Source: an optimization exercise on an open RTL-to-GDS flow (aim: small area and a short achievable clock period). Production flows keep margins and buffers that such runs may drop. No functional check of the RTL was part of any run shown here. Power and IR drop assume default switching activity.

$ cat design/flow/run.sh
#!/bin/bash
# synth_recipe.tcl (not shown) runs the flow's synth.tcl, then flattens the netlist and writes it again
# the make line also repeats each setting of config.mk as NAME=value (left out here)
make -C /OpenROAD-flow-scripts/flow DESIGN_CONFIG=/design/flow/config.mk WORK_HOME=/design/flow/orfs CLKGATE_MAP_FILE= SYNTH_SCRIPT=/design/flow/synth_recipe.tcl finish
$ cat design/flow/config.mk
export PLATFORM = sky130hd
export DESIGN_NAME = mm2s_dds_modulator
export DESIGN_NICKNAME = mm2s_dds_modulator
export VERILOG_FILES = /design/flow/design.v
export SDC_FILE = /design/flow/constraint.sdc
export NUM_CORES = 4
export LEC_CHECK = 0
export CAP_MARGIN = 20
export CORE_MARGIN = 2
export CORE_UTILIZATION = 40
export SLEW_MARGIN = 20
$ cat design/flow/constraint.sdc
create_clock -name core_clock -period 5.5 [get_ports {S_AXI_CLK}]
set_input_delay 1.1000 -clock core_clock [delete_from_list [all_inputs] [get_ports {S_AXI_CLK}]]
set_output_delay 1.1000 -clock core_clock [all_outputs]
set_load 0.01 [all_outputs]
$ cat design/flow/design.v
package dds_modulator_pkg;
parameter FCLK_MHZ = 125;
parameter ENABLE_BIT = 0;
parameter DEBUG_BIT = 1;
parameter STATE_BITS = 3;    
parameter CONT_NO_MOD =     3'b?01;    
parameter CONT_MOD_FREC =   3'b111;
parameter CONT_MOD_PHASE =  3'b011;
parameter PULS_NO_MOD =     3'b?00;
parameter PULS_MOD_FREC =   3'b110;
parameter PULS_MOD_PHASE =  3'b010;
parameter PULS_NO_MOD_TB =     3'b000;
parameter CONT_NO_MOD_TB =  3'b001;    
parameter PERIOD_COUNTER_BITS = 15;
parameter PINC_BITS = 30;    
parameter BARKER_2 = 2'b10;
parameter BARKER_3 = 3'b110;
parameter BARKER_4 = 4'b1011;
parameter BARKER_5 = 5'b11101;
parameter BARKER_7 = 7'b1110010;
parameter BARKER_11 = 11'b11100010010;
parameter BARKER_13 = 13'b1111100110101;
parameter PHASE_OFFSET_180 = 536870911;
parameter MAX_DEBUG_PACKETS = 125000;
endpackage
`timescale 1ns / 1ps
module mm2s_dds_modulator(
    input wire          S_AXI_CLK,
    input wire          S_AXI_ARESETN,
    output wire         S_AXI_AWREADY,
    input wire   [31:0] S_AXI_AWADDR,
    input wire          S_AXI_AWVALID,
    output wire         S_AXI_WREADY,
    input wire   [31:0] S_AXI_WDATA,
    input wire   [3:0]  S_AXI_WSTRB,
    input wire          S_AXI_WVALID,
    input wire          S_AXI_BREADY,
    output wire  [1:0]  S_AXI_BRESP,
    output wire         S_AXI_BVALID,
    output wire         S_AXI_ARREADY,
    input wire   [31:0] S_AXI_ARADDR,
    input wire          S_AXI_ARVALID,
    input wire          S_AXI_RREADY,
    output wire  [31:0] S_AXI_RDATA,
    output wire  [1:0]  S_AXI_RRESP,
    output wire         S_AXI_RVALID,
    output wire dds_en_o,
    output wire [71:0] m_axis_modulation_tdata,
    output wire m_axis_modulation_tvalid,
    output wire m_axis_modulation_tlast,
    input wire m_axis_modulation_tready
);
    wire clk  = S_AXI_CLK;
    wire rstn = S_AXI_ARESETN;
    localparam [16:0] LFSR_LAST = 17'h1C742;
    reg w_data, w_resp;
    reg [2:0] widx;      
    always @(posedge clk) begin
        if (!rstn) begin
            w_data <= 1'b0;
            w_resp <= 1'b0;
        end else begin
            w_data <= w_data ? ~S_AXI_WVALID : (~w_resp & S_AXI_AWVALID);
            w_resp <= w_resp ? ~S_AXI_BREADY : (w_data & S_AXI_WVALID);
        end
    end
    assign S_AXI_AWREADY = ~(w_data | w_resp);
    assign S_AXI_WREADY  = w_data;
    assign S_AXI_BVALID  = w_resp;
    assign S_AXI_BRESP   = 2'b00;
    wire aw_bad = |S_AXI_AWADDR[1:0] | |S_AXI_AWADDR[7:5] | (S_AXI_AWADDR[4] & S_AXI_AWADDR[3]);
    always @(posedge clk)
        if (!w_data) widx <= aw_bad ? 3'd7 : S_AXI_AWADDR[4:2];
    wire wr = w_data & S_AXI_WVALID;
    wire we0 = wr & (widx == 3'd0);
    wire we1 = wr & (widx == 3'd1);
    wire we2 = wr & (widx == 3'd2);
    wire we3 = wr & (widx == 3'd3);
    wire we4 = wr & (widx == 3'd4);
    wire we5 = wr & (widx == 3'd5);
    reg [31:0] cfg0, cfg1, cfg2, cfg3, cfg4, cfg5;
    reg tlast_q;
    wire [31:0] cfg0_n;
    assign cfg0_n[0]    = !rstn ? 1'b0 : we0 ? S_AXI_WDATA[0] : cfg0[0];
    assign cfg0_n[1]    = !rstn ? 1'b0 : cfg0[1] ? ~tlast_q : (we0 & S_AXI_WDATA[1]);
    assign cfg0_n[31:2] = !rstn ? 30'd0 : we0 ? S_AXI_WDATA[31:2] : cfg0[31:2];
    wire [31:0] cfg1_n = !rstn ? 32'd0 : we1 ? S_AXI_WDATA : cfg1;
    wire [31:0] cfg2_n = !rstn ? 32'd0 : we2 ? S_AXI_WDATA : cfg2;
    wire [31:0] cfg3_n = !rstn ? 32'd0 : we3 ? S_AXI_WDATA : cfg3;
    wire [31:0] cfg4_n = !rstn ? 32'd0 : we4 ? S_AXI_WDATA : cfg4;
    wire [31:0] cfg5_n = !rstn ? 32'd0 : we5 ? S_AXI_WDATA : cfg5;
    always @(posedge clk) begin
        cfg0 <= cfg0_n;
        cfg1 <= cfg1_n;
        cfg2 <= cfg2_n;
        cfg3 <= cfg3_n;
        cfg4 <= cfg4_n;
        cfg5 <= cfg5_n;
    end
    reg r_valid;
    reg [31:0] rdata;
    always @(posedge clk) begin
        if (!rstn) r_valid <= 1'b0;
        else       r_valid <= r_valid ? ~S_AXI_RREADY : S_AXI_ARVALID;
    end
    assign S_AXI_ARREADY = ~r_valid;
    assign S_AXI_RVALID  = r_valid;
    assign S_AXI_RDATA   = rdata;
    assign S_AXI_RRESP   = 2'b00;
    wire ar_bad = |S_AXI_ARADDR[1:0] | |S_AXI_ARADDR[7:5];
    reg [31:0] rsel;
    always @(*) begin
        case (S_AXI_ARADDR[4:2])
            3'd0: rsel = cfg0;
            3'd1: rsel = cfg1;
            3'd2: rsel = cfg2;
            3'd3: rsel = cfg3;
            3'd4: rsel = cfg4;
            3'd5: rsel = cfg5;
            default: rsel = 32'd0;
        endcase
        if (ar_bad) rsel = 32'd0;
    end
    always @(posedge clk)
        if (!r_valid) rdata <= rsel;
    wire        en     = cfg0[0];
    wire        dbg    = cfg0[1];
    wire [2:0]  sb     = cfg1[2:0];
    wire [14:0] period = cfg2[14:0];
    wire [14:0] tau_n  = cfg2_n[30:16];
    wire [29:0] pinc   = cfg3[29:0];
    wire [29:0] phigh  = cfg4[29:0];
    wire [29:0] delta  = cfg5[29:0];
    wire [3:0]  bnum   = cfg5[31:28];
    reg  [14:0] pcnt;
    reg         ge_q;        
    reg  [29:0] mcnt;
    reg  [3:0]  bcnt;
    reg         sel_m_q;     
    reg         sel_p_q;     
    reg         offset_q;    
    reg  [16:0] lfsr;
    wire pto_n = sb[0] | ~ge_q;             
    wire [14:0] pcnt_inc = pcnt + 15'd1;
    wire [14:0] pcnt_n = (!rstn || (!sb[0] && pcnt == period)) ? 15'd0 :
                         (!sb[0] && en) ? pcnt_inc : pcnt;
    wire ge_n = (pcnt_n >= tau_n);
    wire        ramp  = sb[2] & sb[1];
    wire        run   = en & sb[1] & pto_n;
    wire        mcmp  = (mcnt >= phigh);
    wire [29:0] mstart = ramp ? pinc : 30'd0;
    wire [29:0] msum  = mcnt + (sb[2] ? delta : 30'd1);
    wire [29:0] mcnt_n = (run && !mcmp) ? msum : mstart;
    wire        barker_en = ~sb[2] & sb[1] & pto_n;
    wire        bwrap     = (bcnt == bnum - 4'd1);
    wire [3:0]  bcnt_inc  = bcnt + 4'd1;
    wire        bstep     = run & mcmp;
    wire [3:0]  bcnt_n    = (!barker_en) ? 4'd0 : !bstep ? bcnt : bwrap ? 4'd0 : bcnt_inc;
    wire [15:0] code_n = {3'b000, cfg5_n[12:0]};
    wire        code_hold = code_n[bcnt];
    wire        code_inc  = bwrap ? code_n[0] : code_n[bcnt_inc];
    wire        code_bit  = (!barker_en) ? code_n[0] : bstep ? code_inc : code_hold;
    wire        bmode_n   = ~cfg1_n[2] & cfg1_n[1];
    wire        offset_n  = bmode_n & ~code_bit;
    wire        pon_n  = cfg1_n[0] | ~ge_n;
    wire        ramp_n = cfg1_n[2] & cfg1_n[1];
    wire        cnt_go  = rstn & m_axis_modulation_tready & en & dbg & ~tlast_q;
    wire [16:0] lfsr_n  = cnt_go ? {lfsr[15:0], ~(lfsr[16] ^ lfsr[13])} : 17'd0;
    wire        tlast_n = cnt_go & (lfsr == LFSR_LAST);
    always @(posedge clk) begin
        pcnt     <= pcnt_n;
        ge_q     <= ge_n;
        mcnt     <= mcnt_n;
        bcnt     <= bcnt_n;
        offset_q <= offset_n;
        sel_m_q  <= ramp_n & pon_n;
        sel_p_q  <= ~ramp_n & pon_n;
        lfsr     <= lfsr_n;
        tlast_q  <= tlast_n;
    end
    assign dds_en_o = en;
    assign m_axis_modulation_tvalid = en & m_axis_modulation_tready;
    assign m_axis_modulation_tlast  = tlast_q;
    assign m_axis_modulation_tdata  = {7'b0, ~sb[0] & ge_q, 2'b00, 1'b0, {29{offset_q}}, 2'b00,
                                       ({30{sel_m_q}} & mcnt) | ({30{sel_p_q}} & pinc)};
endmodule
==> impl_metrics.tcl, run 1 <==
set metrics [dict create \
    postCtsHoldBufs 0 \
    finalCoreUtilization 0.481 \
    filler_cell_count 3707 \
    wl_um 51900 \
    cap_viol_max_count 0 \
    power.static_leakage_nw 6.64 \
    setup_repair_after_global_routing_missed_its_margin "no" \
    cp.arrival_ps 4890 \
    synth_enable_flop_cells 35 \
    syn-mean-instance-area_sq_um 8.30 \
    drt.antenna.violating_nets 0 \
    critical_path.max_fanout 14 \
    slew-limit-headroom 0.398 \
    power.density_nw_per_um2 270 \
    dp_hpwl_um 35900 \
    timing.rr.start "cfg0[0]" \
    antenna_found_initial 0 \
    ctsRootBufferMaster "sky130_fd_sc_hd__clkbuf_16" \
    slew_violations 0 \
    hold_path_class "reg -> reg" \
    htree_num_levels 2 \
    clkTransAtPathRegs_ps 60 \
    timing_hold_violations_final 0 \
    worst_pin_slew_ps 899 \
    postSynth.topFlopCell "sky130_fd_sc_hd__dfxtp_1" \
    final_gp_congestion 0.928 \
    power.ir.vdd_worst_v 0.000228 \
    overall_track_demand_over_capacity_in_global_routing 0.250 \
    cts_setup_buffers 0 \
    start_kind "input pin" \
    area.growth.synth_to_final_pct 19.1 \
    drtIter0Drc 1229 \
    timing.fmax_mhz 226 \
    min_from "lfsr[8]" \
    cts.sink_count 301 \
    total_standard_cell_area_after_synthesis_sq_um 15500 \
    drt-vias-per-instance 5.65 \
    clk_path_buf_depth 3 \
    design.portCount 224 \
    layout_min_cycle_time_ps 4430 \
    class_of_the_most_critical_setup_path "in -> reg" \
    finalSetupViolCount 0 \
    post_synthesis_instance_total 1870 \
    postCtsResizedCells 0 \
    floorplan.die.width_um 201 \
    floorplan.die_area_sq_um 40400 \
    gr-total-overflow 0 \
    grt_pass1_vias 13000 \
    kind_of_end_point_of_the_critical_path "flip-flop" \
    async_reset_ff_frac 0 \
    row_count 72 \
    number_of_storage_elements_in_the_synthesis_netlist 301 \
    totalNegativeSetupSlack_ps 0 \
    status "no timing/DRC/antenna violations" \
    insertion_delay_ps 560 \
    total_inserted_antenna_cells 0 \
    synth.lib_cells_used.distinct 76 \
    vias 14100 \
    tritoncts_clock_tree "yes" \
    period_share 0.805 \
    initial_utilization 0.403 \
    critical_path.startpoint "S_AXI_WVALID" \
    finalNetCount 2134 \
    final_layout_size_suffix_gt1_frac 0.0557 \
    final.setup_skew_ps 26.6 \
    ys_seq_area_frac 0.411 \
    fp.coreArea_sq_um 38500 \
    chipHeight_um 201 \
    wire_length_of_the_first_global_routing_pass_um 78600 \
    grt_start_max_net_pins 168 \
    cp_data_required_time_ps 5970 \
    remaining_drcs 0 \
    post_drt_wl_per_cell_um 20.8 \
    drt_pre_antenna_iters 5 \
    synthesis_warnings 3 \
    cts-buffers-inserted 36 \
    io_buffers 155 \
]
==> cells in the mapped netlist, types with 4 or more instances <==
master	n	area (sq um)
sky130_fd_sc_hd__a22oi_1	97	728
sky130_fd_sc_hd__and3_1	10	62.6
sky130_fd_sc_hd__nor2b_1	4	25.0
sky130_fd_sc_hd__o21a_1	8	60.1
sky130_fd_sc_hd__xnor2_1	21	184
sky130_fd_sc_hd__or3_1	11	68.8
sky130_fd_sc_hd__inv_1	75	282
sky130_fd_sc_hd__nor2_1	48	180
sky130_fd_sc_hd__mux2i_1	24	240
sky130_fd_sc_hd__a31oi_1	37	231
sky130_fd_sc_hd__and4_1	4	35.0
sky130_fd_sc_hd__o211ai_1	7	52.6
sky130_fd_sc_hd__dfxtp_1	266	5330
sky130_fd_sc_hd__and2_1	46	288
sky130_fd_sc_hd__a21o_1	22	165
sky130_fd_sc_hd__o21ai_1	6	30.0
sky130_fd_sc_hd__buf_4	47	353
sky130_fd_sc_hd__a211oi_1	9	67.6
sky130_fd_sc_hd__edfxtp_1	35	1050
sky130_fd_sc_hd__o21ai_0	50	250
sky130_fd_sc_hd__a21oi_1	217	1090
sky130_fd_sc_hd__a2111o_1	5	56.3
sky130_fd_sc_hd__nand2_1	381	1430
sky130_fd_sc_hd__xor2_1	32	280
sky130_fd_sc_hd__nor3b_1	5	37.5
sky130_fd_sc_hd__ha_1	77	963
sky130_fd_sc_hd__nor4_1	8	50.1
sky130_fd_sc_hd__clkbuf_1	96	360
sky130_fd_sc_hd__nand2b_1	22	138
sky130_fd_sc_hd__nor3_1	16	80.1
sky130_fd_sc_hd__a22o_1	31	272
sky130_fd_sc_hd__nand3b_1	8	60.1
sky130_fd_sc_hd__nand4_1	12	75.1
sky130_fd_sc_hd__nand3_1	62	310
sky130_fd_sc_hd__buf_1	6	22.5
==> flip-flops by register name, summed over array words and instances, names as in the netlist <==
| register | count |
|---|---|
| bcnt | 4 |
| cfg0 | 32 |
| cfg1 | 32 |
| cfg2 | 32 |
| cfg3 | 32 |
| cfg4 | 32 |
| cfg5 | 32 |
| ge_q | 1 |
| lfsr | 17 |
| mcnt | 30 |
| offset_q | 1 |
| pcnt | 15 |
| r_valid | 1 |
| rdata | 32 |
| sel_m_q | 1 |
| sel_p_q | 1 |
| tlast_q | 1 |
| w_data | 1 |
| w_resp | 1 |
| widx | 3 |
==> through the flow <==
step           setup WS, ps  area (sq um)  std cells  total power, mW  hold WS [ps]
2_1_floorplan          1680         15600       1885             2.37           405
3_3_place_gp            683         17200       2428             2.49           433
3_5_place_dp            562         17200       2428             2.49           432
4_1_cts                1090         18500       2493             5.01           448
5_1_grt                 736         18500       2493             5.10           465
6_report               1070         18500       2493             4.99           446
==> final cells by class <==
| cell class | count | area [sq um] | share of cell area |
|---|---|---|---|
| multi-input cells | 1353 | 8180 | 0.442 |
| flip-flops and latches | 301 | 6380 | 0.345 |
| repair buffers | 180 | 1750 | 0.0948 |
| clock buffers | 56 | 1070 | 0.0577 |
| well taps | 518 | 648 | 0.0351 |
| inverters | 76 | 288 | 0.0156 |
| clock inverters | 9 | 180 | 0.00975 |
==> path summary, 6_finish.rpt <==
check                           slack (ps)      end  depth (start not counted)
worst max-delay path                  1070  sel_p_q                         16
worst min-delay path                   450  lfsr[9]                          2
worst max register to register        1620  sel_p_q                         16
worst min register to register         450  lfsr[9]                          2
==> routing by layer <==
metal / vias to the layer above / part of all wire / global-route usage
met5: - / 0 / 0
met4: 0 / 0.029 / 0.0812
met3: 88 / 0.094 / 0.0469
met2: 640 / 0.43 / 0.377
met1: 6666 / 0.44 / 0.359
li1: 6683 / - / -
==> cells in the final DEF (no fill, tap or decap), types with 5 or more instances in the layout <==
cell type and n:
sky130_fd_sc_hd__nor3_1 13, sky130_fd_sc_hd__nand2b_1 22, sky130_fd_sc_hd__clkbuf_16 37, sky130_fd_sc_hd__nand3_1 62, sky130_fd_sc_hd__a31oi_1 37, sky130_fd_sc_hd__or3_1 11, sky130_fd_sc_hd__nor4_1 7, sky130_fd_sc_hd__o21ai_0 50
sky130_fd_sc_hd__buf_4 24, sky130_fd_sc_hd__inv_1 74, sky130_fd_sc_hd__clkdlybuf4s50_1 155, sky130_fd_sc_hd__xnor2_1 21, sky130_fd_sc_hd__nand4_1 12, sky130_fd_sc_hd__bufinv_16 5, sky130_fd_sc_hd__mux2i_1 24, sky130_fd_sc_hd__and2_1 46
sky130_fd_sc_hd__conb_1 16, sky130_fd_sc_hd__a21o_1 22, sky130_fd_sc_hd__a22oi_1 97, sky130_fd_sc_hd__a2111o_1 5, sky130_fd_sc_hd__o21a_1 8, sky130_fd_sc_hd__o21ai_1 6, sky130_fd_sc_hd__edfxtp_1 35, sky130_fd_sc_hd__o211ai_1 7
sky130_fd_sc_hd__a211oi_1 9, sky130_fd_sc_hd__nand3b_1 8, sky130_fd_sc_hd__xor2_1 32, sky130_fd_sc_hd__a21oi_1 217, sky130_fd_sc_hd__ha_1 77, sky130_fd_sc_hd__clkbuf_1 12, sky130_fd_sc_hd__dfxtp_1 266, sky130_fd_sc_hd__and3_1 10
sky130_fd_sc_hd__nand2_1 380, sky130_fd_sc_hd__nor2_1 48, sky130_fd_sc_hd__clkbuf_8 7, sky130_fd_sc_hd__a22o_1 31
==> power breakdown <==
part / leakage (nW) / internal (mW) / switching (mW)
logic: 3.52 / 0.0747 / 0.130
clock network: 0.604 / 1.57 / 0.970
registers: 2.52 / 2.24 / 0.00755
==> critical path, stage by stage <==
cell	delay [ps]
sky130_fd_sc_hd__clkdlybuf4s50_1	530
sky130_fd_sc_hd__nand2_1	150
sky130_fd_sc_hd__nor2_1	270
sky130_fd_sc_hd__nand2_1	190
sky130_fd_sc_hd__or2_2	500
sky130_fd_sc_hd__mux2i_1	170
sky130_fd_sc_hd__nand2b_1	180
sky130_fd_sc_hd__ha_1	320
sky130_fd_sc_hd__nor2b_1	130
sky130_fd_sc_hd__o21a_1	160
sky130_fd_sc_hd__o21ai_0	160
sky130_fd_sc_hd__a31oi_1	110
sky130_fd_sc_hd__o21a_1	170
sky130_fd_sc_hd__o41ai_1	390
sky130_fd_sc_hd__a21oi_1	210
sky130_fd_sc_hd__a21oi_1	140
==> logic make-up (layout without fill, tap and decap cells) <==
logic type / after synthesis / after routing / synth area share
flops: 301 / 301 / 0.411
xor+xnor: 54 / 54 / 0.0310
other cells: 1 / 16 / 0.000242
fa+ha+maj: 78 / 78 / 0.0634
simple gates: 659 / 659 / 0.195
buf+inv: 231 / 321 / 0.0689
mux: 29 / 29 / 0.0213
compound gates: 517 / 517 / 0.209
==> run 2: changes to the inputs <==
--- a/design/flow/config.mk
+++ b/design/flow/config.mk
@@ -9,3 +9,4 @@
 export CORE_MARGIN = 2
 export CORE_UTILIZATION = 40
+export SETUP_SLACK_MARGIN = 2.5
 export SLEW_MARGIN = 20
==> run 2 against run 1 <==
Flip-flop and latch count unchanged. Routed wire length is 5.5% higher. Count of clock-buffer cells in the layout fell by 1. Synthesized cell count stayed put. Critical endpoint unchanged. Synthesized area unchanged. Non-clock buffer count up 27. Sequential share of layout area decreased by 0.97 points. Utilization is 1.5 points higher.
==> impl_metrics.tcl, run 2 <==
set metrics [dict create \
    status "no timing/DRC/antenna violations" \
    layout_min_cycle_time_ps 3060 \
    htree_num_levels 2 \
    fp.coreArea_sq_um 38500 \
    total_inserted_antenna_cells 0 \
    hold_slack_ps 439 \
    setup_repair_after_global_routing_missed_its_margin "yes" \
    finalNetCount 2162 \
    multi_input_gate_area_sq_um 8540 \
    antenna_found_initial 0 \
    timing.rr.start "cfg0[0]" \
    slew_violations 0 \
    p_sw_frac 0.224 \
    worst_r2r_path_depth 13 \
    design.portCount 224 \
    power.static_leakage_nw 6.86 \
    clkTransAtPathRegs_ps 60 \
    final_common_cell "sky130_fd_sc_hd__nand2_1" \
    cp_data_required_time_ps 5960 \
    final_layout_size_suffix_gt1_frac 0.101 \
    sequentialPowerShare 0.466 \
    number_of_storage_elements_in_the_synthesis_netlist 301 \
    r2r_slack_ps 2460 \
    area.growth.synth_to_final_pct 22.9 \
    synth.lib_cells_used.distinct 76 \
    synthTopCellsByCount "sky130_fd_sc_hd__nand2_1, sky130_fd_sc_hd__dfxtp_1, sky130_fd_sc_hd__a21oi_1" \
    start_kind "input pin" \
    synth_enable_flop_cells 35 \
    drt_pre_antenna_iters 5 \
    period_share 0.556 \
    grt_start_max_net_pins 79 \
    worst_reg2reg_path_endpoint "sel_p_q" \
    synthDominantCellAreaShare 0.343 \
    overall_track_demand_over_capacity_in_global_routing 0.262 \
    postSynth.topFlopCell "sky130_fd_sc_hd__dfxtp_1" \
    total_standard_cell_area_after_synthesis_sq_um 15500 \
    drtIter0Drc 1317 \
    min_from "lfsr[8]" \
    wire_length_of_the_first_global_routing_pass_um 82000 \
    cp.arrival_ps 3520 \
    slew-limit-headroom 0.334 \
    syn-mean-instance-area_sq_um 8.30 \
    post_synthesis_instance_total 1870 \
    chipHeight_um 201 \
    row_count 72 \
    initial_utilization 0.403 \
    power_report.internal_total_mw 3.73 \
    power.ir.vdd_worst_v 0.000180 \
    power.density_nw_per_um2 252 \
    postCtsHoldBufs 0 \
    timing_hold_violations_final 0 \
    wl_um 54700 \
    finalCoreUtilization 0.496 \
    drt.antenna.violating_nets 0 \
    post_drt_wl_per_cell_um 21.7 \
    area.sequential_sq_um 6390 \
    finalSetupViolCount 0 \
    clk_path_buf_depth 3 \
    cts-buffers-inserted 34 \
    final_gp_congestion 0.919 \
    cap_viol_max_count 0 \
    power_frac_comb 0.044 \
    synth_top_area_cell "sky130_fd_sc_hd__dfxtp_1" \
    insertion_delay_ps 520 \
    floorplan.die_area_sq_um 40400 \
    worst_pin_slew_ps 995 \
    most_repeated_cell_in_the_gate_level_netlist_after_synthesis "sky130_fd_sc_hd__nand2_1" \
    power.net_switching_mw 1.08 \
    ctsRootBufferMaster "sky130_fd_sc_hd__clkbuf_16" \
    clock_power_share 0.490 \
    floorplan.die.width_um 201 \
    async_reset_ff_frac 0 \
    synthTopCellsByArea "sky130_fd_sc_hd__dfxtp_1, sky130_fd_sc_hd__nand2_1, sky130_fd_sc_hd__a21oi_1" \
    cts.sink_count 301 \
    critical_path.max_fanout 6 \
    synthesis_warnings 3 \
    most_used_cells_in_the_layout_excluding_fill_and_tap_cells "sky130_fd_sc_hd__nand2_1, sky130_fd_sc_hd__dfxtp_1, sky130_fd_sc_hd__a21oi_1, sky130_fd_sc_hd__clkdlybuf4s50_1, sky130_fd_sc_hd__a22oi_1" \
    grt_pass1_vias 13600 \
    class_of_the_most_critical_setup_path "in -> reg" \
    dp_hpwl_um 36000 \
    vias 14300 \
    timing.fmax_mhz 327 \
    kind_of_end_point_of_the_critical_path "flip-flop" \
    tritoncts_clock_tree "yes" \
    hold_path_endpoint "lfsr[9]" \
    hold_path_class "reg -> reg" \
    gr-total-overflow 0 \
    filler_cell_count 3639 \
    totalNegativeSetupSlack_ps 0 \
    whs_path_depth 2 \
    remaining_drcs 0 \
    drt-vias-per-instance 5.70 \
    io_buffers 155 \
    final.setup_skew_ps 15.9 \
    ys_seq_area_frac 0.411 \
]
run 2: kinds of logic (layout without fill, tap and decap cells):
family,after synthesis,after routing,synth area share
adder cells (fa/ha/maj),78,78,0.0634
XOR/XNOR,54,54,0.0310
flip-flops,301,301,0.411
buffers and inverters,231,343,0.0689
AND/OR/NAND/NOR,659,662,0.195
multiplexers,29,29,0.0213
AO/OA/AOI/OAI,517,517,0.209
other,1,16,0.000242
run 2: metrics by stage:
stage / cell area [sq um] / setup WS [ps] / total power, mW / cells
floorplan: 15600 / 2070 / 2.37 / 1885
global placement: 17300 / 993 / 2.49 / 2427
detailed placement: 17300 / 934 / 2.49 / 2427
CTS: 18700 / 2340 / 4.82 / 2501
global route: 19100 / 2340 / 4.91 / 2518
finish: 19100 / 2440 / 4.81 / 2518
run 2: layout make-up:
cell class / instances / area share
Timing Repair Buffer: 207 / 0.107
Sequential cell: 301 / 0.335
Multi-Input combinational cell: 1356 / 0.448
Clock buffer: 55 / 0.0558
Tap cell: 518 / 0.0340
Inverter: 76 / 0.0153
Clock inverter: 5 / 0.00440
run 2: worst max-delay path: stages:
cell and delay [ps]:
sky130_fd_sc_hd__buf_8 90, sky130_fd_sc_hd__nand2_8 40, sky130_fd_sc_hd__nor2_4 120, sky130_fd_sc_hd__nand2_2 70
sky130_fd_sc_hd__or2_4 320, sky130_fd_sc_hd__buf_6 150, sky130_fd_sc_hd__mux2i_1 110, sky130_fd_sc_hd__nand2b_4 180
sky130_fd_sc_hd__ha_4 150, sky130_fd_sc_hd__a21o_1 140, sky130_fd_sc_hd__a21o_1 150, sky130_fd_sc_hd__a21o_1 150
sky130_fd_sc_hd__a21o_1 180, sky130_fd_sc_hd__a21o_1 160, sky130_fd_sc_hd__a21oi_2 180, sky130_fd_sc_hd__a21oi_2 110
sky130_fd_sc_hd__a21oi_2 120
run 2: metal layers:
metal | global-route usage | vias to the layer above | share of wire
li1 | - | 6735 | -
met1 | 0.366 | 6843 | 0.44
met2 | 0.408 | 674 | 0.44
met3 | 0.0443 | 93 | 0.085
met4 | 0.0923 | 0 | 0.031
met5 | 0 | - | 0
run 2: how the worst max path moves through the flow:
stage | startpoint | endpoint | slack (ps) | cells past startpoint
finish | S_AXI_WVALID | sel_p_q | 2440 | 17
global route | cfg0[0] | sel_m_q | 2340 | 16
CTS | S_AXI_WVALID | sel_p_q | 2340 | 16
detailed placement | S_AXI_WVALID | sel_p_q | 930 | 16
global placement | S_AXI_WVALID | sel_p_q | 990 | 16
floorplan | S_AXI_WVALID | sel_p_q | 2070 | 16
run 2: power groups by stage:
stage                     clock [mW]  combinational (mW)  sequential (mW)
after floorplan                    0              0.0678             2.30
after global placement             0               0.202             2.29
after detailed placement           0               0.202             2.29
after CTS                       2.37               0.205             2.24
after global routing            2.45               0.217             2.24
final                           2.35               0.211             2.24
run 2: what timing repair did:
item | CTS | global route
pin swaps | 11 | 20
cloned | 1 | 3
setup endpoints to repair | 148 | 49
hold endpoints to repair | 0 | 0
buffers inserted | 13 | 14
gates resized for setup | 49 | 49
==> run 3: changes to the inputs <==
--- a/design/flow/config.mk
+++ b/design/flow/config.mk
@@ -6,4 +6,5 @@
 export NUM_CORES = 4
 export LEC_CHECK = 0
+export ABC_CLOCK_PERIOD_IN_PS = 2500
 export CAP_MARGIN = 20
 export CORE_MARGIN = 2
==> run 3 against run 2 <==
Final area unchanged. Utilization unchanged. Hold slack unchanged. Synthesized area unchanged. Sequential power about the same. Critical path type unchanged. Non-clock buffer count unchanged. Final cell count unchanged. Critical endpoint unchanged. Flip-flop and latch count unchanged. Routed wire length unchanged. Still clean on timing, DRC and antenna.
==> impl_metrics.tcl, run 3 <==
set metrics [dict create \
    area.growth.synth_to_final_pct 22.9 \
    power.density_nw_per_um2 252 \
    cap_viol_max_count 0 \
    post_synthesis_instance_total 1870 \
    power.static_leakage_nw 6.86 \
    floorplan.die_area_sq_um 40400 \
    kind_of_end_point_of_the_critical_path "flip-flop" \
    row_count 72 \
    async_reset_ff_frac 0 \
    final.setup_skew_ps 15.9 \
    most_used_cells_in_the_layout_excluding_fill_and_tap_cells "sky130_fd_sc_hd__nand2_1, sky130_fd_sc_hd__dfxtp_1, sky130_fd_sc_hd__a21oi_1, sky130_fd_sc_hd__clkdlybuf4s50_1, sky130_fd_sc_hd__a22oi_1" \
    postSynth.topFlopCell "sky130_fd_sc_hd__dfxtp_1" \
    multi_input_gate_area_sq_um 8540 \
    drt.antenna.violating_nets 0 \
    layout_min_cycle_time_ps 3060 \
    number_of_storage_elements_in_the_synthesis_netlist 301 \
    cp_data_required_time_ps 5960 \
    final_gp_congestion 0.919 \
    synthTopCellsByCount "sky130_fd_sc_hd__nand2_1, sky130_fd_sc_hd__dfxtp_1, sky130_fd_sc_hd__a21oi_1" \
    total_inserted_antenna_cells 0 \
    worst_pin_slew_ps 995 \
    worstSetupEndpoint "sel_p_q" \
    cts-buffers-inserted 34 \
    grt_pass1_vias 13600 \
    synth.lib_cells_used.distinct 76 \
    stdcell_count 2518 \
    overall_track_demand_over_capacity_in_global_routing 0.262 \
    timing_hold_violations_final 0 \
    slew-limit-headroom 0.334 \
    filler_cell_count 3639 \
    initial_utilization 0.403 \
    drt_pre_antenna_iters 5 \
    setup_repair_after_global_routing_missed_its_margin "yes" \
    critical_path.cell_chain "buf_8, nand2_8, nor2_4, nand2_2, or2_4, buf_6, mux2i_1, nand2b_4, ha_4, a21o_1, a21o_1, a21o_1, a21o_1, a21o_1, a21oi_2, a21oi_2, a21oi_2" \
    critical_path.startpoint "S_AXI_WVALID" \
    critPathBufInv 2 \
    vias 14300 \
    synth_enable_flop_cells 35 \
    finalSetupViolCount 0 \
    cpLargestDelayFamily "compound AO/OA/AOI/OAI gates" \
    io_buffers 155 \
    total_standard_cell_area_after_synthesis_sq_um 15500 \
    synthTopCellsByArea "sky130_fd_sc_hd__dfxtp_1, sky130_fd_sc_hd__nand2_1, sky130_fd_sc_hd__a21oi_1" \
    final_layout_size_suffix_gt1_frac 0.101 \
    post_drt_wl_per_cell_um 21.7 \
    synthDominantCellAreaShare 0.343 \
    power.ir.vdd_worst_v 0.000180 \
    area.sequential_sq_um 6390 \
    drtIter0Drc 1317 \
    postCtsHoldBufs 0 \
    cp.arrival_ps 3520 \
    finalNetCount 2162 \
    number_of_placed_instances_with_taps_included 2427 \
    insertion_delay_ps 520 \
    worst_r2r_path_depth 13 \
    cts.sink_count 301 \
    ys_seq_area_frac 0.411 \
    most_repeated_cell_in_the_gate_level_netlist_after_synthesis "sky130_fd_sc_hd__nand2_1" \
    final_common_cell "sky130_fd_sc_hd__nand2_1" \
    worst_reg2reg_path_endpoint "sel_p_q" \
    clk_path_buf_depth 3 \
    totalNegativeSetupSlack_ps 0 \
    htree_num_levels 2 \
    tritoncts_clock_tree "yes" \
    slew_violations 0 \
    start_kind "input pin" \
    status "no timing/DRC/antenna violations" \
    timing.critical_path.slowest_stage_cell "sky130_fd_sc_hd__or2_4" \
    hold_path_class "reg -> reg" \
    cpPeakStageDelay_ps 320 \
    class_of_the_most_critical_setup_path "in -> reg" \
    placed_area_sq_um 17300 \
    grt_start_max_net_pins 79 \
    synth_top_area_cell "sky130_fd_sc_hd__dfxtp_1" \
    fp.coreArea_sq_um 38500 \
    wl_um 54700 \
    post-layout-total-power_mw 4.81 \
    floorplan.die.width_um 201 \
    min_from "lfsr[8]" \
    drt-vias-per-instance 5.70 \
    ctsRootBufferMaster "sky130_fd_sc_hd__clkbuf_16" \
    gr-total-overflow 0 \
    syn-mean-instance-area_sq_um 8.30 \
    period_share 0.556 \
    r2r_slack_ps 2460 \
    hold_slack_ps 439 \
    antenna_found_initial 0 \
    crit_top_cell "sky130_fd_sc_hd__a21o_1" \
    timing.rr.start "cfg0[0]" \
    wire_length_of_the_first_global_routing_pass_um 82000 \
    critical_path.max_fanout 6 \
    design_area_sq_um 19100 \
    synthesis_warnings 3 \
    dp_hpwl_um 36000 \
    design.portCount 224 \
    timing.fmax_mhz 327 \
    chipHeight_um 201 \
    clkTransAtPathRegs_ps 60 \
    remaining_drcs 0 \
    worst-path-stages 17 \
]
==> run 3: cell counts after synthesis <==
No cell type changed its count.
==> run 3: worst register-to-register path: cells and delay by family, from the launching register on <==
family | cells | cell delay (ps)
AO/OA/AOI/OAI | 8 | 1320
AND/OR/NAND/NOR | 4 | 1060
flip-flops | 1 | 370
adder cells (fa/ha/maj) | 1 | 240
==> run 3: area by class of cell <==
type / count / area share
Multi-Input combinational cell: 1356 / 0.448
Sequential cell: 301 / 0.335
Timing Repair Buffer: 207 / 0.107
Clock buffer: 55 / 0.0558
Tap cell: 518 / 0.0340
Inverter: 76 / 0.0153
Clock inverter: 5 / 0.00440
==> run 3: what timing repair did <==
item                                    4_1_cts  5_1_grt
pin swaps                                    11       20
buffers inserted                             13       14
resized for setup                            49       49
endpoints found under the setup margin      148       49
gates cloned                                  1        3
==> run 3: logic make-up (layout without fill, tap and decap cells) <==
kind of cell	count (synthesis)	in the layout	synth area share
xor gates and xnor gates	54	54	0.0310
other	1	16	0.000242
muxes	29	29	0.0213
DFF	301	301	0.411
buffers and inverters	231	343	0.0689
adders and majority gates	78	78	0.0634
AOI/OAI and AO/OA	517	517	0.209
and+or+nand+nor	659	662	0.195
==> run 3: metal layers <==
| layer | GRT usage | share of wire |
|---|---|---|
| met1 | 0.366 | 0.44 |
| met2 | 0.408 | 0.44 |
| met3 | 0.0443 | 0.085 |
| met4 | 0.0923 | 0.031 |
| met5 | 0 | 0 |
==> run 3: per-stage QoR <==
| stage | setup slack (ps) | utilization |
|---|---|---|
| after floorplan | 2070 | - |
| after global placement | 993 | 0.449 |
| after detailed placement | 934 | 0.449 |
| after CTS | 2340 | 0.485 |
| after global routing | 2340 | 0.496 |
| final | 2440 | 0.496 |
==> run 3: how the worst min path moves through the flow <==
| stage | depth (start not counted) | slack (ps) | end |
|---|---|---|---|
| after detailed placement | 2 | 430 | lfsr[9] |
| after global routing | 2 | 470 | cfg1[6] |
| final | 2 | 440 | lfsr[9] |
| after floorplan | 2 | 400 | lfsr[9] |
| after CTS | 2 | 440 | lfsr[9] |
| after global placement | 1 | 430 | lfsr[7] |
==> run 3: power breakdown <==
group / internal (mW) / switching (mW) / leakage, nW / total, mW
Combinational: 0.0774 / 0.133 / 3.78 / 0.211
Clock: 1.42 / 0.935 / 0.552 / 2.35
Sequential: 2.24 / 0.00769 / 2.53 / 2.24
==> run 4: changes to the inputs <==
--- a/design/flow/config.mk
+++ b/design/flow/config.mk
@@ -6,8 +6,7 @@
 export NUM_CORES = 4
 export LEC_CHECK = 0
-export ABC_CLOCK_PERIOD_IN_PS = 2500
 export CAP_MARGIN = 20
 export CORE_MARGIN = 2
 export CORE_UTILIZATION = 40
-export SETUP_SLACK_MARGIN = 2.5
+export SETUP_SLACK_MARGIN = 3.0
 export SLEW_MARGIN = 20
==> run 4 against run 3 <==
Maximum frequency up 0.11%. Sequential share of layout area down 2.8 points. Setup slack better by 3.4 ps.
==> impl_metrics.tcl, run 4 <==
set metrics [dict create \
    status "no timing/DRC/antenna violations" \
    synthDominantCellAreaShare 0.343 \
    grt_pass1_vias 14500 \
    tritoncts_clock_tree "yes" \
    clkTransAtPathRegs_ps 60 \
    insertion_delay_ps 530 \
    vias 15300 \
    wl_um 60400 \
    most_used_cells_in_the_layout_excluding_fill_and_tap_cells "sky130_fd_sc_hd__nand2_1, sky130_fd_sc_hd__dfxtp_1, sky130_fd_sc_hd__a21oi_1, sky130_fd_sc_hd__buf_4, sky130_fd_sc_hd__a22oi_1" \
    cap_viol_max_count 0 \
    filler_cell_count 3441 \
    power.density_nw_per_um2 234 \
    slew_violations 0 \
    totalNegativeSetupSlack_ps 0 \
    initial_utilization 0.403 \
    setup_repair_after_global_routing_missed_its_margin "yes" \
    post_synthesis_instance_total 1870 \
    hold_path_class "reg -> reg" \
    drtIter0Drc 1506 \
    period_share 0.555 \
    post_drt_wl_per_cell_um 23.0 \
    kind_of_end_point_of_the_critical_path "flip-flop" \
    critical_path.max_fanout 7 \
    dp_hpwl_um 36300 \
    fp.coreArea_sq_um 38500 \
    total_inserted_antenna_cells 0 \
    slew-limit-headroom 0.404 \
    synth.lib_cells_used.distinct 76 \
    floorplan.die_area_sq_um 40400 \
    finalSetupViolCount 0 \
    synth_top_area_cell "sky130_fd_sc_hd__dfxtp_1" \
    power.static_leakage_nw 8.13 \
    timing_hold_violations_final 0 \
    synthTopCellsByArea "sky130_fd_sc_hd__dfxtp_1, sky130_fd_sc_hd__nand2_1, sky130_fd_sc_hd__a21oi_1" \
    antenna_found_initial 1 \
    cts-buffers-inserted 35 \
    number_of_storage_elements_in_the_synthesis_netlist 301 \
    cts.sink_count 301 \
    synthesis_warnings 3 \
    gr-total-overflow 0 \
    syn-mean-instance-area_sq_um 8.30 \
    finalNetCount 2266 \
    ctsRootBufferMaster "sky130_fd_sc_hd__clkbuf_16" \
    power.ir.vdd_worst_v 0.000175 \
    area.growth.synth_to_final_pct 35.6 \
    drt_pre_antenna_iters 5 \
    postSynth.topFlopCell "sky130_fd_sc_hd__dfxtp_1" \
    async_reset_ff_frac 0 \
    most_repeated_cell_in_the_gate_level_netlist_after_synthesis "sky130_fd_sc_hd__nand2_1" \
    grt_start_max_net_pins 73 \
    drt-vias-per-instance 5.85 \
    start_kind "input pin" \
    final.setup_skew_ps 31.0 \
    final_common_cell "sky130_fd_sc_hd__nand2_1" \
    remaining_drcs 0 \
    chipHeight_um 201 \
    total_standard_cell_area_after_synthesis_sq_um 15500 \
    worst_pin_slew_ps 890 \
    row_count 72 \
    ys_seq_area_frac 0.411 \
    synthTopCellsByCount "sky130_fd_sc_hd__nand2_1, sky130_fd_sc_hd__dfxtp_1, sky130_fd_sc_hd__a21oi_1" \
    design.portCount 224 \
    floorplan.die.width_um 201 \
    synth_enable_flop_cells 35 \
    number_of_placed_instances_with_taps_included 2426 \
    clk_path_buf_depth 3 \
    wire_length_of_the_first_global_routing_pass_um 88000 \
    final_gp_congestion 0.941 \
    drt.antenna.violating_nets 0 \
    postCtsHoldBufs 0 \
    stdcell_count 2623 \
    class_of_the_most_critical_setup_path "in -> reg" \
    io_buffers 155 \
    htree_num_levels 2 \
    cp_data_required_time_ps 5930 \
    overall_track_demand_over_capacity_in_global_routing 0.283 \
    final_layout_size_suffix_gt1_frac 0.243 \
    layout_min_cycle_time_ps 3060 \
    cp.arrival_ps 3490 \
    timing.fmax_mhz 327 \
]
==> run 4: changes by cell type in the layout (fill, tap and decap cells not counted), sizes merged, moves of 2 or more <==
| cell | previous run | this run |
|---|---|---|
| bufinv | 2 | 5 |
| bufbuf | 0 | 2 |
| and3b | 3 | 5 |
| dlygate4sd2 | 1 | 52 |
| dlymetal6s2s | 1 | 14 |
| clkdlybuf4s15 | 0 | 4 |
| buf | 53 | 179 |
| clkdlybuf4s50 | 151 | 47 |
| clkinv | 1 | 10 |
| clkbuf | 56 | 50 |
| or2 | 7 | 12 |
==> run 4: where the power goes <==
part | internal (mW) | switching (mW) | leakage, nW | total [mW]
logic | 0.0785 | 0.143 | 4.98 | 0.221
registers | 2.23 | 0.00741 | 2.55 | 2.24
clock network | 1.51 | 0.959 | 0.599 | 2.47
total | 3.82 | 1.11 | 8.13 | 4.93
==> run 4: cell families after synthesis <==
family / after synthesis / synth area share
simple gates: 659 / 0.195
compound gates: 517 / 0.209
flops: 301 / 0.411
buf+inv: 231 / 0.0689
fa+ha+maj: 78 / 0.0634
xor+xnor: 54 / 0.0310
mux: 29 / 0.0213
other cells: 1 / 0.000242
==> run 4: layer usage <==
layer  vias up  part of all wire  GRT usage
li1       6962                 -          -
met1      7386              0.41      0.379
met2       817              0.45      0.446
met3       169             0.090     0.0446
met4         0             0.048      0.133
met5         -                 0          0
==> run 4: worst paths after layout <==
check | startpoint | endpoint | slack (ps) | depth (start not counted)
max | S_AXI_WVALID | sel_p_q | 2440 | 17
min | lfsr[8] | lfsr[9] | 450 | 2
max reg2reg | cfg0[0] | sel_p_q | 2460 | 16
min reg2reg | lfsr[8] | lfsr[9] | 450 | 2
==> run 4: per-stage QoR <==
stage	power, mW	cell area [sq um]	util	setup slack, ps	hold WS (ps)
after detailed placement	2.49	17300	0.449	979	426
after global placement	2.50	17300	0.449	1010	428
after CTS	4.93	20100	0.523	2400	455
after global routing	5.05	21000	0.547	2340	466
final	4.93	21000	0.547	2440	447
after floorplan	2.37	15700	-	2070	405
==> run 4: critical path, stage by stage <==
cell and delay (ps):
sky130_fd_sc_hd__buf_12 90, sky130_fd_sc_hd__nand2_8 40, sky130_fd_sc_hd__nor2_4 100, sky130_fd_sc_hd__nand2_2 70, sky130_fd_sc_hd__or2_4 310, sky130_fd_sc_hd__buf_4 160, sky130_fd_sc_hd__mux2i_1 120, sky130_fd_sc_hd__nand2b_4 170
sky130_fd_sc_hd__ha_2 160, sky130_fd_sc_hd__a21o_1 150, sky130_fd_sc_hd__a21o_1 150, sky130_fd_sc_hd__a21o_1 150, sky130_fd_sc_hd__a21o_1 170, sky130_fd_sc_hd__a21o_1 160, sky130_fd_sc_hd__a21oi_2 170, sky130_fd_sc_hd__a21oi_2 100
sky130_fd_sc_hd__a21oi_1 130
==> run 4: final cells by class <==
class                      instances  area (sq um)  area share
clock inverter                    16           209     0.00993
inverter                          76           307      0.0146
sequential                       301          6460       0.307
multi-input combinational       1364          9520       0.452
tap                              518           648      0.0308
clock buffer                      46           998      0.0474
timing repair buffer             302          2900       0.138
==> run 4: what timing repair did <==
action	CTS	global route
gates cloned	17	1
pin swaps	81	99
gates resized for setup	438	164
buffers inserted	79	38
endpoints found under the setup margin	289	87
==> run 5: changes to the inputs <==
--- a/design/flow/config.mk
+++ b/design/flow/config.mk
@@ -9,4 +9,4 @@
 export CORE_MARGIN = 2
 export CORE_UTILIZATION = 40
-export SETUP_SLACK_MARGIN = 3.0
+export SETUP_SLACK_MARGIN = 3.5
 export SLEW_MARGIN = 20
==> run 5 against run 4 <==
Still clean. Flip-flop and latch count unchanged. Sequential share of layout area down 1.1 points. First-iteration DRC count down 5.4%. Setup slack worse by 94 ps. Power about the same. Maximum frequency down 3.0%. Routed wire length down 2.3%. Utilization up 1.8 points.
==> impl_metrics.tcl, run 5 <==
set metrics [dict create \
    yosys-mux-area-fraction 0.0213 \
    floorplan.die.width_um 201 \
    drt_pre_antenna_iters 5 \
    drtIter0Drc 1425 \
    postCtsHoldBufs 0 \
    wire_length_of_the_first_global_routing_pass_um 87000 \
    totalNegativeSetupSlack_ps 0 \
    number_of_storage_elements_in_the_synthesis_netlist 301 \
    slew-limit-headroom 0.366 \
    synth_top_area_cell "sky130_fd_sc_hd__dfxtp_1" \
    remaining_drcs 0 \
    area.growth.synth_to_final_pct 40.2 \
    clkTransAtPathRegs_ps 60 \
    total_standard_cell_area_after_synthesis_sq_um 15500 \
    synthesis_warnings 3 \
    synthDominantCellAreaShare 0.343 \
    final_gp_congestion 0.928 \
    setup_repair_after_global_routing_missed_its_margin "yes" \
    class_of_the_most_critical_setup_path "in -> reg" \
    final.setup_skew_ps 14.3 \
    ys_seq_area_frac 0.411 \
    drt.antenna.violating_nets 0 \
    synth_top_family_by_area "compound AO/OA/AOI/OAI gates" \
    synth-compound-area-share 0.209 \
    initial_utilization 0.403 \
    design.portCount 224 \
    cts.sink_count 301 \
    layout_min_cycle_time_ps 3150 \
    post_drt_wl_per_cell_um 22.3 \
    power.static_leakage_nw 8.12 \
    critical_path.max_fanout 8 \
    overall_track_demand_over_capacity_in_global_routing 0.279 \
    syn-mean-instance-area_sq_um 8.30 \
    cp_data_required_time_ps 5910 \
    wl_um 59000 \
    hold_slack_ps 438 \
    slew_violations 0 \
    synthAdderAreaFrac 0.0634 \
    fp.coreArea_sq_um 38500 \
    vias 15100 \
    grt_pass1_vias 14300 \
    critical_path.startpoint "S_AXI_WVALID" \
    postSynth.topFlopCell "sky130_fd_sc_hd__dfxtp_1" \
    htree_num_levels 2 \
    power.ir.vdd_worst_v 0.000202 \
    dp_hpwl_um 36700 \
    drt-vias-per-instance 5.71 \
    min_from "lfsr[8]" \
    final_common_cell "sky130_fd_sc_hd__nand2_1" \
    total_inserted_antenna_cells 0 \
    async_reset_ff_frac 0 \
    post_synthesis_instance_total 1870 \
    antenna_found_initial 0 \
    synth.lib_cells_used.distinct 76 \
    cts-buffers-inserted 34 \
    timing.rr.start "pcnt[0]" \
    cap_viol_max_count 0 \
    worst_pin_slew_ps 951 \
    finalNetCount 2287 \
    clk_path_buf_depth 3 \
    synth_enable_flop_cells 35 \
    period_share 0.573 \
    synthTopCellsByCount "sky130_fd_sc_hd__nand2_1, sky130_fd_sc_hd__dfxtp_1, sky130_fd_sc_hd__a21oi_1" \
    floorplan.die_area_sq_um 40400 \
    grt_start_max_net_pins 65 \
    io_buffers 155 \
    start_kind "input pin" \
    finalSetupViolCount 0 \
    status "no timing/DRC/antenna violations" \
    hold_path_class "reg -> reg" \
    ctsRootBufferMaster "sky130_fd_sc_hd__clkbuf_16" \
    tritoncts_clock_tree "yes" \
    most_used_cells_in_the_layout_excluding_fill_and_tap_cells "sky130_fd_sc_hd__nand2_1, sky130_fd_sc_hd__dfxtp_1, sky130_fd_sc_hd__a21oi_1, sky130_fd_sc_hd__buf_6, sky130_fd_sc_hd__buf_4" \
    xor_xnor_cell_area_share_of_the_yosys_netlist 0.0310 \
    row_count 72 \
    final_layout_size_suffix_gt1_frac 0.304 \
    insertion_delay_ps 540 \
    gr-total-overflow 0 \
    cp.arrival_ps 3560 \
    most_repeated_cell_in_the_gate_level_netlist_after_synthesis "sky130_fd_sc_hd__nand2_1" \
    post_synth_simple_gate_area 0.195 \
    chipHeight_um 201 \
    power.density_nw_per_um2 227 \
    timing.fmax_mhz 318 \
    timing_hold_violations_final 0 \
    kind_of_end_point_of_the_critical_path "flip-flop" \
    synthTopCellsByArea "sky130_fd_sc_hd__dfxtp_1, sky130_fd_sc_hd__nand2_1, sky130_fd_sc_hd__a21oi_1" \
]
==> run 5: metrics by stage <==
step	setup WS (ps)	std cells	power (mW)	utilization	area, sq um
floorplan	2070	1885	2.38	-	16600
global route	2260	2645	5.05	0.566	21800
global placement	1100	2430	2.50	0.467	18000
detailed placement	1080	2430	2.50	0.467	18000
finish	2350	2645	4.93	0.566	21800
CTS	2430	2600	4.94	0.541	20800
==> run 5: routing by layer <==
| layer | track usage | wire length, um |
|---|---|---|
| met1 | 0.379 | 24800 |
| met2 | 0.440 | 27100 |
| met3 | 0.0528 | 5290 |
| met4 | 0.103 | 1860 |
| met5 | 0 | 0 |
==> run 5: logic make-up (layout without fill, tap and decap cells) <==
family          after synthesis  in the layout
flops                       301            301
fa+ha+maj                    78             78
simple gates                659            663
mux                          29             29
other cells                   1             16
compound gates              517            517
xor+xnor                     54             54
buf+inv                     231            469
==> run 5: critical path: stages <==
cell and delay (ps):
sky130_fd_sc_hd__buf_8 90, sky130_fd_sc_hd__nand2_8 50, sky130_fd_sc_hd__nor2_4 110, sky130_fd_sc_hd__nand2_2 80
sky130_fd_sc_hd__or2_4 320, sky130_fd_sc_hd__buf_6 140, sky130_fd_sc_hd__mux2i_1 100, sky130_fd_sc_hd__nand2b_4 180
sky130_fd_sc_hd__ha_4 240, sky130_fd_sc_hd__a21o_1 170, sky130_fd_sc_hd__a21o_1 150, sky130_fd_sc_hd__a21o_1 150
sky130_fd_sc_hd__a21o_1 170, sky130_fd_sc_hd__a21o_1 160, sky130_fd_sc_hd__a21oi_2 170, sky130_fd_sc_hd__buf_4 140
sky130_fd_sc_hd__nand2_1 40
==> run 5: cell type report <==
| class | instances | area, sq um |
|---|---|---|
| fill | 3346 | 16700 |
| multi-input combinational | 1357 | 9870 |
| sequential | 301 | 6450 |
| timing repair buffer | 330 | 3280 |
| clock buffer | 49 | 1030 |
| tap | 518 | 648 |
| inverter | 76 | 299 |
| clock inverter | 13 | 173 |
| timing repair inverter | 1 | 5.00 |
==> run 5: worst paths after layout <==
check / to / slack [ps] / cells past startpoint
setup / recovery: ge_q / 2350 / 17
hold / removal: lfsr[9] / 440 / 2
setup reg to reg: sel_p_q / 2440 / 11
hold reg to reg: lfsr[9] / 440 / 2
==> run 5: report_power, final <==
part	internal (mW)	switching, mW	total, mW
Clock	1.50	0.960	2.46
Sequential	2.23	0.00849	2.24
Combinational	0.0832	0.150	0.233
Total	3.82	1.12	4.93
==> run 5: what timing repair did <==
item | in CTS | in global routing
setup endpoints to repair | 392 | 279
buffers inserted | 95 | 43
cloned | 13 | 2
pin swaps | 69 | 68
resized for setup | 626 | 157
endpoints found under the hold margin | 0 | 0
==> run 6: changes to the inputs <==
--- a/design/flow/design.v
+++ b/design/flow/design.v
@@ -81,13 +81,20 @@
     reg [31:0] cfg0, cfg1, cfg2, cfg3, cfg4, cfg5;
     reg tlast_q;
+    wire ld0 = rstn & we0, hd0 = rstn & ~we0;
+    wire ld1 = rstn & we1, hd1 = rstn & ~we1;
+    wire ld2 = rstn & we2, hd2 = rstn & ~we2;
+    wire ld3 = rstn & we3, hd3 = rstn & ~we3;
+    wire ld4 = rstn & we4, hd4 = rstn & ~we4;
+    wire ld5 = rstn & we5, hd5 = rstn & ~we5;
+    wire [31:0] wd = S_AXI_WDATA;
     wire [31:0] cfg0_n;
-    assign cfg0_n[0]    = !rstn ? 1'b0 : we0 ? S_AXI_WDATA[0] : cfg0[0];
-    assign cfg0_n[1]    = !rstn ? 1'b0 : cfg0[1] ? ~tlast_q : (we0 & S_AXI_WDATA[1]);
-    assign cfg0_n[31:2] = !rstn ? 30'd0 : we0 ? S_AXI_WDATA[31:2] : cfg0[31:2];
-    wire [31:0] cfg1_n = !rstn ? 32'd0 : we1 ? S_AXI_WDATA : cfg1;
-    wire [31:0] cfg2_n = !rstn ? 32'd0 : we2 ? S_AXI_WDATA : cfg2;
-    wire [31:0] cfg3_n = !rstn ? 32'd0 : we3 ? S_AXI_WDATA : cfg3;
-    wire [31:0] cfg4_n = !rstn ? 32'd0 : we4 ? S_AXI_WDATA : cfg4;
-    wire [31:0] cfg5_n = !rstn ? 32'd0 : we5 ? S_AXI_WDATA : cfg5;
+    assign cfg0_n[0]    = (ld0 & wd[0]) | (hd0 & cfg0[0]);
+    assign cfg0_n[1]    = !rstn ? 1'b0 : cfg0[1] ? ~tlast_q : (we0 & wd[1]);
+    assign cfg0_n[31:2] = ({30{ld0}} & wd[31:2]) | ({30{hd0}} & cfg0[31:2]);
+    wire [31:0] cfg1_n = ({32{ld1}} & wd) | ({32{hd1}} & cfg1);
+    wire [31:0] cfg2_n = ({32{ld2}} & wd) | ({32{hd2}} & cfg2);
+    wire [31:0] cfg3_n = ({32{ld3}} & wd) | ({32{hd3}} & cfg3);
+    wire [31:0] cfg4_n = ({32{ld4}} & wd) | ({32{hd4}} & cfg4);
+    wire [31:0] cfg5_n = ({32{ld5}} & wd) | ({32{hd5}} & cfg5);
     always @(posedge clk) begin
         cfg0 <= cfg0_n;
@@ -128,5 +135,4 @@
     wire [2:0]  sb     = cfg1[2:0];
     wire [14:0] period = cfg2[14:0];
-    wire [14:0] tau_n  = cfg2_n[30:16];
     wire [29:0] pinc   = cfg3[29:0];
     wire [29:0] phigh  = cfg4[29:0];
@@ -145,5 +151,5 @@
     wire [14:0] pcnt_n = (!rstn || (!sb[0] && pcnt == period)) ? 15'd0 :
                          (!sb[0] && en) ? pcnt_inc : pcnt;
-    wire ge_n = (pcnt_n >= tau_n);
+    wire ge_n = (pcnt_n >= cfg2_n[30:16]);
     wire        ramp  = sb[2] & sb[1];
     wire        run   = en & sb[1] & pto_n;
@@ -157,5 +163,5 @@
     wire        bstep     = run & mcmp;
     wire [3:0]  bcnt_n    = (!barker_en) ? 4'd0 : !bstep ? bcnt : bwrap ? 4'd0 : bcnt_inc;
-    wire [15:0] code_n = {3'b000, cfg5_n[12:0]};
+    wire [15:0] code_n    = {3'b000, cfg5_n[12:0]};
     wire        code_hold = code_n[bcnt];
     wire        code_inc  = bwrap ? code_n[0] : code_n[bcnt_inc];
==> design/flow/flow/run.sh (new file) <==
#!/bin/bash
cp standard.sh standard_sh.log
export BUFFER_PORTS_ARGS="-buffer_cell sky130_fd_sc_hd__buf_1"
bash standard.sh > standard.log 2>&1
==> design/flow/standard.sh (new file) <==
#!/bin/bash
# synth_recipe.tcl (not shown) runs the flow's synth.tcl, then flattens the netlist and writes it again
# the make line also repeats each setting of config.mk as NAME=value (left out here)
make -C /OpenROAD-flow-scripts/flow DESIGN_CONFIG=/design/flow/config.mk WORK_HOME=/design/flow/orfs CLKGATE_MAP_FILE= SYNTH_SCRIPT=/design/flow/synth_recipe.tcl "${@:-finish}"
--- a/design/flow/config.mk
+++ b/design/flow/config.mk
@@ -9,4 +9,4 @@
 export CORE_MARGIN = 2
 export CORE_UTILIZATION = 40
-export SETUP_SLACK_MARGIN = 3.5
+export SETUP_SLACK_MARGIN = 3.0
 export SLEW_MARGIN = 20
removed: design/flow/run.sh
==> run 6 against run 5 <==
Hold slack better by 9.6 ps. Setup slack better by 74 ps. Power down 4.4%. Synthesized cell count down 12%. Register-to-register slack worse by 20 ps. Flip-flop and latch count unchanged. Clock skew up 2.2 ps. Largest power group unchanged.
==> impl_metrics.tcl, run 6 <==
set metrics [dict create \
    hold_path_class "reg -> reg" \
    drt.antenna.violating_nets 0 \
    preCtsSetupSlack_ps 1240 \
    postCtsHoldBufs 0 \
    drt-vias-per-instance 5.78 \
    cp_data_required_time_ps 5910 \
    globalRouteMet1Util 0.362 \
    cts-buffers-inserted 35 \
    top_usage_layer "met2" \
    hold_path_endpoint "lfsr[12]" \
    number_of_placed_instances_with_taps_included 2190 \
    power.static_leakage_nw 7.11 \
    timing_hold_violations_final 0 \
    synthTopCellsByCount "sky130_fd_sc_hd__dfxtp_1, sky130_fd_sc_hd__nand2_1, sky130_fd_sc_hd__a22o_1" \
    fp.coreArea_sq_um 37400 \
    syn-mean-instance-area_sq_um 9.17 \
    timing.fmax_mhz 325 \
    post_synth_simple_gate_area 0.144 \
    synthDominantCellAreaShare 0.353 \
    synth.lib_cells_used.distinct 67 \
    wl_um 54300 \
    synth_top_area_cell "sky130_fd_sc_hd__dfxtp_1" \
    period_share 0.559 \
    row_count 71 \
    setup_repair_after_global_routing_missed_its_margin "yes" \
    most_repeated_cell_in_the_gate_level_netlist_after_synthesis "sky130_fd_sc_hd__dfxtp_1" \
    clk_path_buf_depth 3 \
    placed_area_sq_um 16000 \
    cap_viol_max_count 0 \
    insertion_delay_ps 520 \
    status "no timing/DRC/antenna violations" \
    synthTopCellsByArea "sky130_fd_sc_hd__dfxtp_1, sky130_fd_sc_hd__edfxtp_1, sky130_fd_sc_hd__a22o_1" \
    chipHeight_um 198 \
    dp_hpwl_um 33200 \
    floorplan.die.width_um 198 \
    area.growth.synth_to_final_pct 26.4 \
    synthesis_warnings 3 \
    remaining_drcs 0 \
    critical_path.max_fanout 9 \
    totalNegativeSetupSlack_ps 0 \
    stdcell_count 2346 \
    xor_xnor_cell_area_share_of_the_yosys_netlist 0.0337 \
    design.portCount 224 \
    drt_pre_antenna_iters 5 \
    cpPeakStageDelay_ps 470 \
    floorplan.die_area_sq_um 39200 \
    antenna_found_initial 4 \
    number_of_storage_elements_in_the_synthesis_netlist 301 \
    worst_pin_slew_ps 1170 \
    slew-limit-headroom 0.218 \
    post_synthesis_instance_total 1644 \
    design_area_sq_um 19100 \
    post_drt_wl_per_cell_um 23.2 \
    filler_cell_count 3401 \
    finalNetCount 1991 \
    postSynth.topFlopCell "sky130_fd_sc_hd__dfxtp_1" \
    whs_path_depth 1 \
    yosys-mux-area-fraction 0.0212 \
    clkTransAtPathRegs_ps 60 \
    power.density_nw_per_um2 248 \
    synthAdderAreaFrac 0.0653 \
    crit_top_cell "sky130_fd_sc_hd__nor2_1" \
    vias 13600 \
    final_critical_path_setup_slack_ps 2420 \
    r2r_slack_ps 2420 \
    grt_pass1_vias 13100 \
    class_of_the_most_critical_setup_path "reg -> reg" \
    most_used_cells_in_the_layout_excluding_fill_and_tap_cells "sky130_fd_sc_hd__dfxtp_1, sky130_fd_sc_hd__nand2_1, sky130_fd_sc_hd__buf_1, sky130_fd_sc_hd__a22o_1, sky130_fd_sc_hd__a22oi_1" \
    grt.met3_usage 0.0683 \
    post-layout-total-power_mw 4.72 \
    worst_r2r_path_depth 14 \
    wire_length_of_the_first_global_routing_pass_um 80500 \
    ys_seq_area_frac 0.423 \
    async_reset_ff_frac 0 \
    overall_track_demand_over_capacity_in_global_routing 0.273 \
    kind_of_end_point_of_the_critical_path "flip-flop" \
    final_common_cell "sky130_fd_sc_hd__dfxtp_1" \
    tritoncts_clock_tree "yes" \
    layout_min_cycle_time_ps 3080 \
    final.setup_skew_ps 16.4 \
    timing.rr.start "cfg2[12]" \
    final_gp_congestion 0.884 \
    min_from "lfsr[11]" \
    grt_start_max_net_pins 48 \
    slew_violations 0 \
    finalSetupViolCount 0 \
    final_layout_size_suffix_gt1_frac 0.218 \
    drtIter0Drc 1269 \
    synth_top_family_by_area "compound AO/OA/AOI/OAI gates" \
    start_kind "flip-flop" \
    grtUsageMet2 0.427 \
    synth_enable_flop_cells 35 \
    initial_utilization 0.403 \
    gr-total-overflow 0 \
    timing.critical_path.slowest_stage_cell "sky130_fd_sc_hd__a2111o_1" \
    synth-compound-area-share 0.244 \
    htree_num_levels 2 \
    critical_path.cell_chain "xor2_1, nor4_2, nand4_1, nand2_4, buf_4, buf_4, nor2_1, ha_1, nand4_1, nor2_1, nor3_1, a2111o_1, a31oi_4, nor2_1" \
    total_standard_cell_area_after_synthesis_sq_um 15100 \
    cts.sink_count 301 \
    worst_reg2reg_path_endpoint "sel_m_q" \
    ctsRootBufferMaster "sky130_fd_sc_hd__clkbuf_16" \
    io_buffers 155 \
    cp.arrival_ps 3480 \
    power.ir.vdd_worst_v 0.000159 \
]
run 6: cell count changes after synthesis, sizes merged, moves of 7 or more:
cell    before  now
buf         59   52
nand3       62   48
xor2        33   40
nand2      381  209
nor2        49   39
a22o        31  119
nor3        16    9
a21o        22    9
nand3b       8    1
a22oi       97  104
clkbuf      96  103
a21oi      218   43
a21boi       4   88
run 6: worst max path at each step:
stage | from | slack [ps] | endpoint | cells past startpoint
6_report | cfg2[12] | 2420 | sel_m_q | 14
5_1_grt | S_AXI_WVALID | 2280 | sel_p_q | 17
4_1_cts | S_AXI_WVALID | 2420 | sel_m_q | 16
3_5_place_dp | S_AXI_WVALID | 1240 | sel_m_q | 17
3_3_place_gp | S_AXI_WVALID | 1290 | sel_m_q | 17
2_1_floorplan | S_AXI_WVALID | 1920 | sel_m_q | 19
run 6: timing repair:
| action | 4_1_cts | 5_1_grt |
|---|---|---|
| setup endpoints to repair | 166 | 96 |
| pin swaps | 66 | 52 |
| gates resized for setup | 193 | 97 |
| setup buffers | 58 | 20 |
| cloned | 11 | 0 |
run 6: where the power goes:
group | internal [mW] | switching [mW]
Clock | 1.37 | 0.939
Sequential | 2.23 | 0.00780
Combinational | 0.0414 | 0.129
Total | 3.64 | 1.08
run 6: routing by layer:
layer / vias to the layer above / wire [um]
met5: - / 0
met2: 620 / 24500
met1: 6589 / 23000
met3: 110 / 5060
met4: 0 / 1750
li1: 6240 / -
run 6: area by class of cell:
cell class	count	area (sq um)	area share
clock inverters	11	81.3	0.00427
well taps	511	639	0.0336
repair buffers	256	1730	0.0907
diodes	4	10.0	0.000525
multi-input cells	1141	8860	0.465
flip-flops and latches	301	6420	0.337
inverters	70	263	0.0138
clock buffers	52	1050	0.0549
run 6: logic make-up (layout without fill, tap and decap cells):
family          count (synthesis)  count (layout)
compound gates                504             504
xor+xnor                       58              58
simple gates                  451             459
mux                            26              26
fa+ha+maj                      78              78
buf+inv                       225             389
flops                         301             301
other cells                     1              20
run 6: worst max-delay path: cells and delay by family, from the launching register on:
family	cells	cell delay, ps
xor+xnor	1	220
buf+inv	2	330
compound gates	2	690
simple gates	8	1030
flops	1	360
fa+ha+maj	1	310
run 6: stage by stage:
| stage | util | hold slack (ps) |
|---|---|---|
| 6_report | 0.509 | 448 |
| 3_5_place_dp | 0.427 | 440 |
| 3_3_place_gp | 0.427 | 434 |
| 2_1_floorplan | - | 405 |
| 5_1_grt | 0.509 | 466 |
| 4_1_cts | 0.493 | 453 |

-- re-timing with driven ports --
The results above use ideal ports. As a check the final layouts listed here were re-extracted and re-timed, cells and wires unchanged. Step 1 assumes that a clkbuf_16 drives the clock port and a buf_2 every other input. Step 2 also shifts input and output timing later by t, the mid clock arrival at the registers, as if the neighbouring blocks saw the same clock. Three values: ideal ports, drivers, drivers and shift; two values: the first two.
run | shift t [ns] | setup slack, ns | worst setup path after step 2 | worst data-port slew with drivers (ns) | pins driven straight from the clock port
run 1 | 0.599 | 1.074 / 1.106 / 0.507 | input to register | 0.05 | 1
run 2 | 0.573 | 2.441 / 2.446 / 1.874 | input to register | 0.06 | 1
run 3 | 0.573 | 2.441 / 2.446 / 1.874 | input to register | 0.06 | 1
run 4 | 0.567 | 2.445 / 2.436 / 1.869 | input to register | 0.06 | 1
run 5 | 0.591 | 2.351 / 2.349 / 1.759 | input to register | 0.06 | 1
run 6 | 0.567 | 2.425 / 2.425 / 1.870 | input to register | 0.08 | 1
After both steps every run listed still meets setup and hold. The setup slack of run 5, which loses most, moves by -0.002 ns with the drivers and by -0.592 ns with both steps.
